Source: an optimization exercise on an open RTL-to-GDS flow (aim: small area). Production flows keep margins and buffers that such runs may drop. No functional check of the RTL was part of this run. No activity file was given, so power comes from the tool's default toggle rates.

==> design.v <==
`timescale 1 ps / 1 ps
module avalon_csr
(
		input   wire		 clk,
		input   wire         rst, 
		output  wire         mm_waitrequest,       
		output  wire [31:0]  mm_readdata,          
		output  wire         mm_readdatavalid,     
		input wire [31:0] 	 mm_writedata,         
		input wire [9:0]  	 mm_address,           
		input wire        	 mm_write,             
		input wire        	 mm_read,             
		output wire [31:0]   reg0,
		output wire [31:0]   reg1,
		output wire [31:0]   reg2,
		output wire [31:0]   reg3,
		output wire [31:0]   reg4,
		output wire [31:0]   reg5,
		output wire [31:0]   reg6,
		output wire [31:0]   reg7,
		input wire  [31:0]   reg8
);
	assign reg0 = slv_reg0;
	assign reg1 = slv_reg1;
	assign reg2 = slv_reg2;
	assign reg3 = slv_reg3;
	assign reg4 = slv_reg4;
	assign reg5 = slv_reg5;
	assign reg6 = slv_reg6;
	assign reg7 = slv_reg7;
	reg [31:0]	slv_reg0;
	reg [31:0]	slv_reg1;
	reg [31:0]	slv_reg2;
	reg [31:0]	slv_reg3;
	reg [31:0]	slv_reg4;
	reg [31:0]	slv_reg5;
	reg [31:0]	slv_reg6;
	reg [31:0]	slv_reg7;
    reg [31:0] reg_mm_readdata;
	reg [31:0] reg_data_out;
	reg reg_readdatavalid;
	wire	 slv_reg_rden;
	wire	 slv_reg_wren;
	assign mm_waitrequest = 1'b0;
	assign mm_readdatavalid = reg_readdatavalid;
    assign mm_readdata = reg_mm_readdata;
	assign slv_reg_rden = mm_read;
	assign slv_reg_wren = mm_write;
	always @(posedge clk)
	begin
		if(rst == 1'b1)
			begin
				slv_reg0 <= 0;
	      		slv_reg1 <= 0;
	      		slv_reg2 <= 0;
	      		slv_reg3 <= 0;
	      		slv_reg4 <= 0;
	      		slv_reg5 <= 0;
	      		slv_reg6 <= 0;
	      		slv_reg7 <= 0;
			end
		else
			begin
				if (slv_reg_wren)
	      		begin
	      	  		case ( mm_address )
	      	    		5'h0:
						  slv_reg0 <= mm_writedata;
	      	    		5'h4:
						  slv_reg1 <= mm_writedata;
	      	    		5'h8:
						  slv_reg2 <= mm_writedata;						  
	      	    		5'hC:
						  slv_reg3 <= mm_writedata;
	      	    		5'h10:
						  slv_reg4 <= mm_writedata;
	      	    		5'h14:
						  slv_reg5 <= mm_writedata;
	      	    		5'h18:
						  slv_reg6 <= mm_writedata;
	      	    		5'h1C:
						  slv_reg7 <= mm_writedata;
	      	    	default : begin
	      	    	            slv_reg0 <= slv_reg0;
	      	    	            slv_reg1 <= slv_reg1;
	      	    	            slv_reg2 <= slv_reg2;
	      	    	            slv_reg3 <= slv_reg3;
	      	    	            slv_reg4 <= slv_reg4;
	      	    	            slv_reg5 <= slv_reg5;
	      	    	            slv_reg6 <= slv_reg6;
	      	    	            slv_reg7 <= slv_reg7;
	      	    	          end
	      	  		endcase
				end
			end
	end	
	always @(*)
	begin
	      case ( mm_address )
	        6'h0   : reg_data_out <= slv_reg0;
	        6'h4   : reg_data_out <= slv_reg1;
	        6'h8   : reg_data_out <= slv_reg2;
	        6'hC   : reg_data_out <= slv_reg3;
	        6'h10   : reg_data_out <= slv_reg4;
	        6'h14   : reg_data_out <= slv_reg5;
	        6'h18   : reg_data_out <= slv_reg6;
	        6'h1C   : reg_data_out <= slv_reg7;
			  6'h20	: reg_data_out <= reg8;
	        default : reg_data_out <= 0;
	      endcase
	end
	always @( posedge clk )
	begin
	  if ( rst == 1'b1 )
	    begin
	      reg_mm_readdata  <= 0;
		  reg_readdatavalid <= 0;
	    end 
	  else
	    begin    
	      if (slv_reg_rden)
	        begin
		      reg_readdatavalid <= 1;			
	          reg_mm_readdata <= reg_data_out;      
	        end
		  else
		  	reg_readdatavalid <= 0;	   
	    end
	 end
	endmodule
`timescale 1 ps / 1 ps
module dma_from_sdram
(
    input wire clk,
    input wire rst,
	input wire start,
	input wire [28:0] begin_address,
	input wire [31:0] size_buffer,
	output  wire [28:0] sdram0_data_address,          
	input wire        sdram0_data_waitrequest,        
	input wire [63:0] sdram0_data_readdata,           
	input wire        sdram0_data_readdatavalid,      
	output  wire        sdram0_data_read,
	output wire [7:0] sdram0_data_burstcount,
	output wire [9:0] dist_address,
	output wire [47:0] dist_data,
	output wire write_enable,
	output wire dist_clk  
);
   	parameter IDLE = 3'b00;
   	parameter READ_FROM_SDRAM = 3'b01;
   	parameter WAIT_RESPONSE_FROM_SDRAM = 3'b10;
   	parameter WRITE_TO_DIST_ONE = 3'b011;
   	parameter WRITE_TO_DIST_TWO = 3'b100;
   	parameter WRITE_TO_DIST_THREE = 3'b101;
   	parameter WRITE_TO_DIST_FOUR = 3'b110;
		parameter WAIT = 3'b111;
  	reg [2:0] state;
	reg [63:0] read_data_from_sdram;
	reg [28:0] reg_address;
   reg [9:0]  reg_dist_address;
	reg [31:0] reg_count_size;
	assign sdram0_data_address = reg_address;
   assign sdram0_data_read = (state == READ_FROM_SDRAM);
   assign sdram0_data_burstcount = 1'b1;
   assign dist_address = reg_dist_address;
   assign dist_clk = clk;
	assign dist_data = read_data_from_sdram;	
	assign write_enable = (state == WRITE_TO_DIST_ONE) || (state == WRITE_TO_DIST_TWO) || (state == WRITE_TO_DIST_THREE) || (state == WRITE_TO_DIST_FOUR);
   	always @(posedge clk)
      	if (rst == 1'b1) begin
        	state <= IDLE;
        	read_data_from_sdram <= 0;
        	reg_address <= 0;
        	reg_dist_address <= 0;
			reg_count_size <= 0;
      	end
      	else
         	case (state)
			 	IDLE : begin
            		if (start) begin
            			state <= READ_FROM_SDRAM;
						reg_address <= begin_address;
						reg_dist_address <= 0;
					end
            		else 
		            	state <= IDLE;
            	end
            	READ_FROM_SDRAM : begin
               		if (sdram0_data_waitrequest == 1'b0) begin 
            			state <= WAIT_RESPONSE_FROM_SDRAM;
					   end
               		else begin
                		state <= READ_FROM_SDRAM;
					   end
            		end
            	WAIT_RESPONSE_FROM_SDRAM : begin
            	    if (sdram0_data_readdatavalid == 1'b1) begin 
            			state <= WRITE_TO_DIST_FOUR;
						reg_count_size <= reg_count_size + 1;
						reg_address <= reg_address + 1;
						read_data_from_sdram <= sdram0_data_readdata;
					   end
               		else begin
                		state <= WAIT_RESPONSE_FROM_SDRAM;
					   end
            		end
				WRITE_TO_DIST_FOUR : begin
					reg_dist_address <= reg_dist_address + 1;
					if(reg_count_size == size_buffer)
						state <= WAIT;
					else
						state <= READ_FROM_SDRAM;
				end
				WAIT : begin
					state <= WAIT;
				end
         	endcase
endmodule
module matrix
(
	input	wire			rst_n,
	input	wire			clk,
	output	reg				r0,
	output	reg				g0,
	output	reg				b0,
	output	reg				r1,
	output	reg				g1,
	output	reg				b1,
	output	reg				r2,
	output	reg				g2,
	output	reg				b2,
	output	reg				r3,
	output	reg				g3,
	output	reg				b3,
	output	reg		[2:0]	a,
	output	reg				blank,
	output	reg				sclk,
	output	reg				latch,
	output wire [9:0] mem_address,
	output wire mem_clk,
	output wire mem_write_enable,
	input wire [47:0] mem_output_data
);
localparam WAIT = 0,
		   BLANK = 1,
		   LATCH = 2,
		   UNBLANK = 3,
		   READ = 4,
		   SHIFT1 = 5,
		   SHIFT2 = 6,
		   WAIT_SHIFT = 7;
reg [8:0] level;
reg [2:0] state;
reg [12:0] timer;
reg [12:0] blanktimer;
reg [3:0] delay;
reg rd_buffer;
reg [1:0] rd_bit;
reg [2:0] rd_row;
reg [6:0] rd_col;
wire [9:0] rd_addr;
reg [9:0] rd_app;
wire [47:0] rd_data;
wire [3:0] rd_r1, rd_g1, rd_b1, rd_r0, rd_g0, rd_b0;
wire rd_r1_bit, rd_g1_bit, rd_b1_bit, rd_r0_bit, rd_g0_bit, rd_b0_bit;
wire [3:0] rd_r3, rd_g3, rd_b3, rd_r2, rd_g2, rd_b2;
wire rd_r3_bit, rd_g3_bit, rd_b3_bit, rd_r2_bit, rd_g2_bit, rd_b2_bit;
assign mem_address = rd_addr;
assign mem_clk = clk;
assign mem_write_enable = 1'b0;
assign rd_data = mem_output_data;
assign rd_addr =  rd_col + rd_app;
assign rd_r3 = rd_data[47:44];
assign rd_g3 = rd_data[43:40];
assign rd_b3 = rd_data[39:36];
assign rd_r2 = rd_data[35: 32];
assign rd_g2 = rd_data[ 31: 28];
assign rd_b2 = rd_data[ 27: 24];
assign rd_r1 = rd_data[23:20];
assign rd_g1 = rd_data[19:16];
assign rd_b1 = rd_data[15:12];
assign rd_r0 = rd_data[11: 8];
assign rd_g0 = rd_data[ 7: 4];
assign rd_b0 = rd_data[ 3: 0];
assign rd_r3_bit = rd_r3[rd_bit];
assign rd_g3_bit = rd_g3[rd_bit];
assign rd_b3_bit = rd_b3[rd_bit];
assign rd_r2_bit = rd_r2[rd_bit];
assign rd_g2_bit = rd_g2[rd_bit];
assign rd_b2_bit = rd_b2[rd_bit];
assign rd_r1_bit = rd_r1[rd_bit];
assign rd_g1_bit = rd_g1[rd_bit];
assign rd_b1_bit = rd_b1[rd_bit];
assign rd_r0_bit = rd_r0[rd_bit];
assign rd_g0_bit = rd_g0[rd_bit];
assign rd_b0_bit = rd_b0[rd_bit];
always @ (posedge clk)
begin
	if (rst_n)
	begin
		r0 <= 0;
		g0 <= 0;
		b0 <= 0;
		r1 <= 0;
		g1 <= 0;
		b1 <= 0;
		r2 <= 0;
		g2 <= 0;
		b2 <= 0;
		r3 <= 0;
		g3 <= 0;
		b3 <= 0;
		a <= 0;
		rd_app <= 0;
		blank <= 1;
		sclk <= 0;
		latch <= 0;
		level <= 0;
		state <= READ;
		timer <= 0;
		blanktimer <= 0;
		delay <= 0;
		rd_buffer <= 0;
		rd_row <= 0;
		rd_bit <= 0;
		rd_col <= 0;
	end
	else
	begin
		if (timer == 0)
		begin
			case (rd_bit)
				0: timer <= 959;
				1: timer <= 1919;
				2: timer <= 3839;
				3: timer <= 7679;
			endcase
			case (rd_bit)
				0: blanktimer <= (959 * level) >> 8;
				1: blanktimer <= (1919 * level) >> 8;
				2: blanktimer <= (3839 * level) >> 8;
				3: blanktimer <= (7679 * level) >> 8;
			endcase
		end
		else
		begin
			timer <= timer - 1;
			blanktimer <= blanktimer - 1;
		end
		if ((blanktimer == 0) || (timer == 0))
		begin
			blank <= 1;
		end
		else if ((state == LATCH) && (delay == 0))
		begin
			blank <= 0;
		end
		case (state)
			WAIT: begin
				sclk <= 0;
				if (timer == 0)
				begin
					delay <= 8;
					state <= BLANK;
				end
			end
			BLANK: begin
				if (delay == 0)
				begin
					latch <= 1;
					delay <= 8;
					state <= LATCH;
					a <= rd_row;
				end
				else
				begin
					delay <= delay - 1;
				end
			end
			LATCH: begin
				if (delay == 0)
				begin
					latch <= 0;
					state <= UNBLANK;
				end
				else
				begin
					delay <= delay - 1;
				end
			end
			UNBLANK: begin
				if (rd_bit == 3)
				begin
					rd_bit <= 0;
					if (rd_row == 7)
					begin
						rd_row <= 0;
						rd_app <= 0;
					end
					else
					begin
						rd_row <= rd_row + 1;
						rd_app <= rd_app + 128;
					end
				end
				else
				begin
					rd_bit <= rd_bit + 1;
				end
				state <= READ;
			end
			READ: begin
				state <= SHIFT1;
				sclk <= 0;
			end
			SHIFT1: begin
				r0 <= rd_r0_bit;
				g0 <= rd_g0_bit;
				b0 <= rd_b0_bit;
				r1 <= rd_r1_bit;
				g1 <= rd_g1_bit;
				b1 <= rd_b1_bit;
				r2 <= rd_r2_bit;
				g2 <= rd_g2_bit;
				b2 <= rd_b2_bit;
				r3 <= rd_r3_bit;
				g3 <= rd_g3_bit;
				b3 <= rd_b3_bit;
				state <= WAIT_SHIFT;
			end
			WAIT_SHIFT: begin
			    state <= SHIFT2;
			end
			SHIFT2: begin
				sclk <= 1;
				if (rd_col == 127)
				begin
					state <= WAIT;
					rd_col<= 0;
				end
				else
				begin
					state <= READ;
					rd_col <= rd_col + 1;
				end
			end
		endcase
	end
end
endmodule
`timescale 1 ps / 1 ps
module memory_mux (
	output wire [47:0] 	slave_0_dist_out,
   	input wire 	[9:0] 	slave_0_dist_address,
	input wire 	[47:0] 	slave_0_dist_data,
	input wire 			slave_0_write_enable,
	input wire 			slave_0_dist_clk, 
	output wire [47:0] 	slave_1_dist_out,
   	input wire 	[9:0] 	slave_1_dist_address,
	input wire 	[47:0] 	slave_1_dist_data,
	input wire 			slave_1_write_enable,
	input wire 			slave_1_dist_clk,  
	input wire  [47:0] 	master_dist_out,
   	output wire [9:0] 	master_dist_address,
	output wire [47:0] 	master_dist_data,
	output wire 		master_write_enable,
	output wire 		master_dist_clk,
	input wire mux
);
assign master_dist_address = mux ? (slave_1_dist_address) : (slave_0_dist_address);
assign master_dist_data = mux ? (slave_1_dist_data) : (slave_0_dist_data);
assign master_write_enable = mux ? (slave_1_write_enable) : (slave_0_write_enable);
assign master_dist_clk = mux ? (slave_1_dist_clk) : (slave_0_dist_clk);
assign slave_1_dist_out = mux ? (master_dist_out) : (0);
assign slave_0_dist_out = 0;
endmodule
module led_matrix_soc (
	input  wire         clk,
	input  wire         rst,
	output wire         mm_waitrequest,
	output wire [31:0]  mm_readdata,
	output wire         mm_readdatavalid,
	input  wire [31:0]  mm_writedata,
	input  wire [9:0]   mm_address,
	input  wire         mm_write,
	input  wire         mm_read,
	output wire [28:0]  sdram_address,
	input  wire         sdram_waitrequest,
	input  wire [63:0]  sdram_readdata,
	input  wire         sdram_readdatavalid,
	output wire         sdram_read,
	output wire [7:0]   sdram_burstcount,
	output wire [9:0]   ram_address,
	output wire [47:0]  ram_data,
	output wire         ram_wren,
	input  wire [47:0]  ram_q,
	output wire         r0,
	output wire         g0,
	output wire         b0,
	output wire         r1,
	output wire         g1,
	output wire         b1,
	output wire         r2,
	output wire         g2,
	output wire         b2,
	output wire         r3,
	output wire         g3,
	output wire         b3,
	output wire [2:0]   a,
	output wire         blank,
	output wire         sclk,
	output wire         latch
);
wire [31:0] dma_start;
wire [31:0] begin_dma_address;
wire [31:0] size_of_buffer;
wire [31:0] mem_mux;
wire [31:0] matrix_rst;
wire [47:0] dist_dma;
wire        write_enable;
wire [9:0]  dist_address;
wire [47:0] matrix_memory_data;
wire        matrix_write_enable;
wire [9:0]  matrix_memory_address;
avalon_csr avalon_csr (
	.clk              (clk),
	.rst              (rst),
	.mm_waitrequest   (mm_waitrequest),
	.mm_readdata      (mm_readdata),
	.mm_readdatavalid (mm_readdatavalid),
	.mm_writedata     (mm_writedata),
	.mm_address       (mm_address),
	.mm_write         (mm_write),
	.mm_read          (mm_read),
	.reg0             (dma_start),
	.reg1             (begin_dma_address),
	.reg2             (size_of_buffer),
	.reg3             (mem_mux),
	.reg4             (matrix_rst),
	.reg5             (),
	.reg6             (),
	.reg7             (),
	.reg8             (32'd0)
);
matrix matrix (
	.rst_n            (matrix_rst[0]),
	.clk              (clk),
	.r0               (r0),
	.g0               (g0),
	.b0               (b0),
	.r1               (r1),
	.g1               (g1),
	.b1               (b1),
	.r2               (r2),
	.g2               (g2),
	.b2               (b2),
	.r3               (r3),
	.g3               (g3),
	.b3               (b3),
	.a                (a),
	.blank            (blank),
	.sclk             (sclk),
	.latch            (latch),
	.mem_address      (matrix_memory_address),
	.mem_clk          (),
	.mem_write_enable (matrix_write_enable),
	.mem_output_data  (matrix_memory_data)
);
dma_from_sdram dma_from_sdram (
	.clk                       (clk),
	.rst                       (rst),
	.start                     (dma_start[0]),
	.begin_address             (begin_dma_address[28:0]),
	.size_buffer               (size_of_buffer),
	.sdram0_data_address       (sdram_address),
	.sdram0_data_waitrequest   (sdram_waitrequest),
	.sdram0_data_readdata      (sdram_readdata),
	.sdram0_data_readdatavalid (sdram_readdatavalid),
	.sdram0_data_read          (sdram_read),
	.sdram0_data_burstcount    (sdram_burstcount),
	.dist_address              (dist_address),
	.dist_data                 (dist_dma),
	.write_enable              (write_enable),
	.dist_clk                  ()
);
memory_mux memory_mux (
	.slave_0_dist_out     (),
	.slave_0_dist_address (dist_address),
	.slave_0_dist_data    (dist_dma),
	.slave_0_write_enable (write_enable),
	.slave_0_dist_clk     (1'b0),
	.slave_1_dist_out     (matrix_memory_data),
	.slave_1_dist_address (matrix_memory_address),
	.slave_1_dist_data    (48'd0),
	.slave_1_write_enable (matrix_write_enable),
	.slave_1_dist_clk     (1'b0),
	.master_dist_out      (ram_q),
	.master_dist_address  (ram_address),
	.master_dist_data     (ram_data),
	.master_write_enable  (ram_wren),
	.master_dist_clk      (),
	.mux                  (mem_mux[0])
);
endmodule
==> run.sh <==
#!/bin/bash
# synth_recipe.tcl (not shown) runs the flow's synth.tcl, then flattens the netlist and writes it again
# the make line also repeats each setting of config.mk as NAME=value (left out here)
make -C /OpenROAD-flow-scripts/flow DESIGN_CONFIG=/design/flow/config.mk WORK_HOME=/design/flow/orfs CLKGATE_MAP_FILE= SYNTH_SCRIPT=/design/flow/synth_recipe.tcl finish
==> config.mk <==
export PLATFORM = sky130hd
export DESIGN_NAME = led_matrix_soc
export DESIGN_NICKNAME = led_matrix_soc
export VERILOG_FILES = /design/flow/design.v
export SDC_FILE = /design/flow/constraint.sdc
export NUM_CORES = 4
export LEC_CHECK = 0
export CAP_MARGIN = 20
export CORE_MARGIN = 2
export CORE_UTILIZATION = 40
export SLEW_MARGIN = 20
==> constraint.sdc <==
create_clock -name core_clock -period 5.0 [get_ports {clk}]
set_input_delay 1.0000 -clock core_clock [delete_from_list [all_inputs] [get_ports {clk}]]
set_output_delay 1.0000 -clock core_clock [all_outputs]
set_load 0.01 [all_outputs]
==> metrics.cfg <==
[sta]
max-slew-margin-rel_pct=30.8
rsz0062_at_grt=false
fin_skew_ns=0.0136
tns_ns=0
drv_slew=0
fin_crit_sh_pct=68.5
max_freq_ghz=0.292
period_needed_ns=3.43
hold_viol=0
setup_viol_count_final=0
worst_slew_pin_slew_ns=1.04

[worst_setup_path]
cpPeakStageDelay_ns=0.77
path_buf_inv=2
cp_slowest_cell=dfxtp_2
start_kind=flop
cp_top_family=buffers and inverters
path_class=flop to output port
cp.arrival_ns=2.43
endpoint_kind=output port
required_ns=4.00
critical_path.cell_chain=buf_4 -> nor2b_1 -> clkdlybuf4s50_1
reg2reg_slack_ns=2.24
critPathMaxFanout=32

[synth]
async_flop_share_pct=0
synth_top_family_by_area=simple AND/OR/NAND/NOR gates
synthAdderAreaFrac_pct=1.08
postSynthCellCount=2749
yosysWarnings=3
synth.largest_area_cell=dfxtp_1
ys_ff_latch=477
syn_avg_cell_area_um2=8.00
synth_flop_cell=dfxtp_1
netlist_area_um2=22000
synth_compound_area_share_pct=16.2
synthSimpleGateAreaFrac_pct=24.3
ys_top_cells_by_area=dfxtp_1 43%, nand2_1 12%, a21oi_1 8.6%
seq_area_frac_synth_pct=43.4
synth_top_area_share_pct=43.4
synthTopCellsByCount=728 x nand2_1, 477 x dfxtp_1, 378 x a21oi_1
synth.distinct_cells=76
synthMuxAreaShare_pct=6.35
yosysMostFrequentCell=nand2_1
synth-edff-count=0
synth-xor-area-share_pct=3.30

[finish]
final_util_pct=49.4
layout-drive-gt1-share_pct=8.33
nets=3097
fin_cells=3649
synthToLayoutAreaGrowth_pct=21.6
fillers=5138

[floorplanning]
dieWidth_um=239
row_count=85
die-area_um2=56900
top_level_ports=309
die_h_um=239
core_area_um2=54100
initial_core_util_pct=40.6

[drt]
drcViolationCount=0
dr.pass1.iters=5
drt-total-wl_um=76400
via_per_inst=5.64
drt_iter0_markers=1832
wl_per_cell_um=20.9
detail-route-antenna-nets=0
via_count=20600

[cts]
clkSinkCount=477
cts-resized-gates=0
cts_root_buf=clkbuf_16
cts_buffer_depth=3
cts.htree.levels=2
path_clk_slew_ns=0.06
insertion_delay_ns=0.60
postCtsHoldBufs=0
cts_made_buffers=52
cts_setup_buffers=0
tritoncts=built

[status]
status=complete, no violations

[grt]
grt_antenna_before_repair=0
grt_pass1_wl_um=115000
grt_pass1_vias=19400
grt_max_degree=125
grtUsageTotal_pct=26.0
grt.overflow.total=0

[place]
dp_cells=3560
io_buffers=283
dp_hpwl_um=51700
routabilityCongestion=0.905

[min_path]
hold_class=flop to flop

[power_and_ir_drop]
power.density_nw_per_um2=324
peakVddDrop_uv=253
p_leak_nw=9.15

[flow_run]
max-cap-violations=0

-- cells by family (layout without fill, tap and decap cells) --
kind of cell / count (synthesis) / after routing
AO/OA/AOI/OAI: 610 / 610
XOR/XNOR: 82 / 82
adder cells (fa/ha/maj): 19 / 19
buffers and inverters: 258 / 454
flip-flops: 477 / 477
multiplexers: 100 / 100
other: 2 / 10
AND/OR/NAND/NOR: 1201 / 1201
-- layer usage --
layer | GRT usage, % | vias to the layer above | share of wire (%)
met4 | 8.73 | 0 | 3.1
met2 | 42.2 | 926 | 45
li1 | - | 9703 | -
met3 | 4.75 | 161 | 8.9
met1 | 34.9 | 9793 | 43
met5 | 0 | - | 0
-- worst paths after layout --
| check | to | cells after the start | start |
|---|---|---|---|
| worst min register to register | dma_from_sdram.read_data_from_sdram[25] | 2 | dma_from_sdram.read_data_from_sdram[25] |
| worst max register to register | dma_from_sdram.reg_count_size[31] | 5 | dma_from_sdram.state[1] |
| worst min-delay path | dma_from_sdram.read_data_from_sdram[25] | 2 | dma_from_sdram.read_data_from_sdram[25] |
| worst max-delay path | ram_data[27] | 3 | avalon_csr.slv_reg3[0] |
-- per-stage QoR --
stage	hold WS [ns]	area (µm²)	power [W]	worst slack (ns)
after detailed placement	0.442	25100	0.00501	1.42
final	0.449	26700	0.00866	1.57
after floorplan	0.425	22000	0.00468	2.43
after global routing	0.463	26700	0.00896	1.43
after global placement	0.438	25100	0.00498	1.44
after CTS	0.450	26700	0.00872	1.50
-- report_power, final --
part	leakage, nW	switching (W)	internal (W)
clock	0.801	0.00159	0.00214
sequential	3.85	0.000158	0.00393
combinational	4.49	0.000454	0.000393
-- tightest hold or removal path, stage by stage, from the launching register on --
cell and delay [ns]:
dfxtp_1 0.30, nand2_1 0.05, a21oi_1 0.05
-- area by class of cell --
cell class              instances  area [µm²]  share of cell area (%)
inverters                      25        93.8                   0.351
multi-input cells            2021       11300                    42.3
clock inverters                17         145                   0.543
well taps                     696         871                    3.26
repair buffers                341        3300                    12.3
flip-flops and latches        477        9550                    35.7
clock buffers                  71        1460                    5.47
diodes                          1        2.50                 0.00936
-- state kept, by name, summed over array words and instances (netlist names), 10 cells and up --
register,cells
avalon_csr.reg_mm_readdata,32
avalon_csr.slv_reg0,32
avalon_csr.slv_reg1,32
avalon_csr.slv_reg2,32
avalon_csr.slv_reg3,32
avalon_csr.slv_reg4,32
avalon_csr.slv_reg5,32
avalon_csr.slv_reg6,32
avalon_csr.slv_reg7,32
dma_from_sdram.read_data_from_sdram,48
dma_from_sdram.reg_address,29
dma_from_sdram.reg_count_size,32
dma_from_sdram.reg_dist_address,10
matrix.blanktimer,13
matrix.timer,13
-- cell usage in the layout, fill, tap and decap left out, drive strengths merged, types with 14 or more instances in the layout --
| cell type | instances |
|---|---|
| nand2 | 728 |
| buf | 62 |
| clkbuf | 71 |
| a22oi | 58 |
| xnor2 | 37 |
| a211oi | 14 |
| ha | 19 |
| o21ai | 57 |
| nand4 | 22 |
| clkdlybuf4s50 | 279 |
| a21oi | 378 |
| nor2 | 168 |
| nor2b | 64 |
| mux4 | 28 |
| inv | 26 |
| xor2 | 45 |
| nor4 | 33 |
| mux2 | 36 |
| mux2i | 36 |
| nor3 | 50 |
| dfxtp | 477 |
| nand3 | 45 |
| o22ai | 18 |

## static timing again, ports no longer ideal
How much do the figures lean on ideal ports? The routed layout below was timed once more, with nothing changed but the port constraints. Step 1 assumes that a clkbuf_16 drives the clock port and a buf_2 every other input. Step 2 times the ports against the registers' clock, not the clock port: input delays grow and output delays shrink by t, the midpoint of the rising clock arrivals with the driver on. a / b / c = ideal / step 1 / step 2; a / b = the first two.
t, ns: 0.651
slack for setup (ns): 1.573 / 1.518 / 1.240
worst register clock-pin slew, ns: 0.06 / 0.06
worst slew at a driven data input, ns: 0.07
After both steps this run still meets setup and hold. For this run, drivers alone change the setup slack by -0.055 ns; drivers and shift together by -0.333 ns.
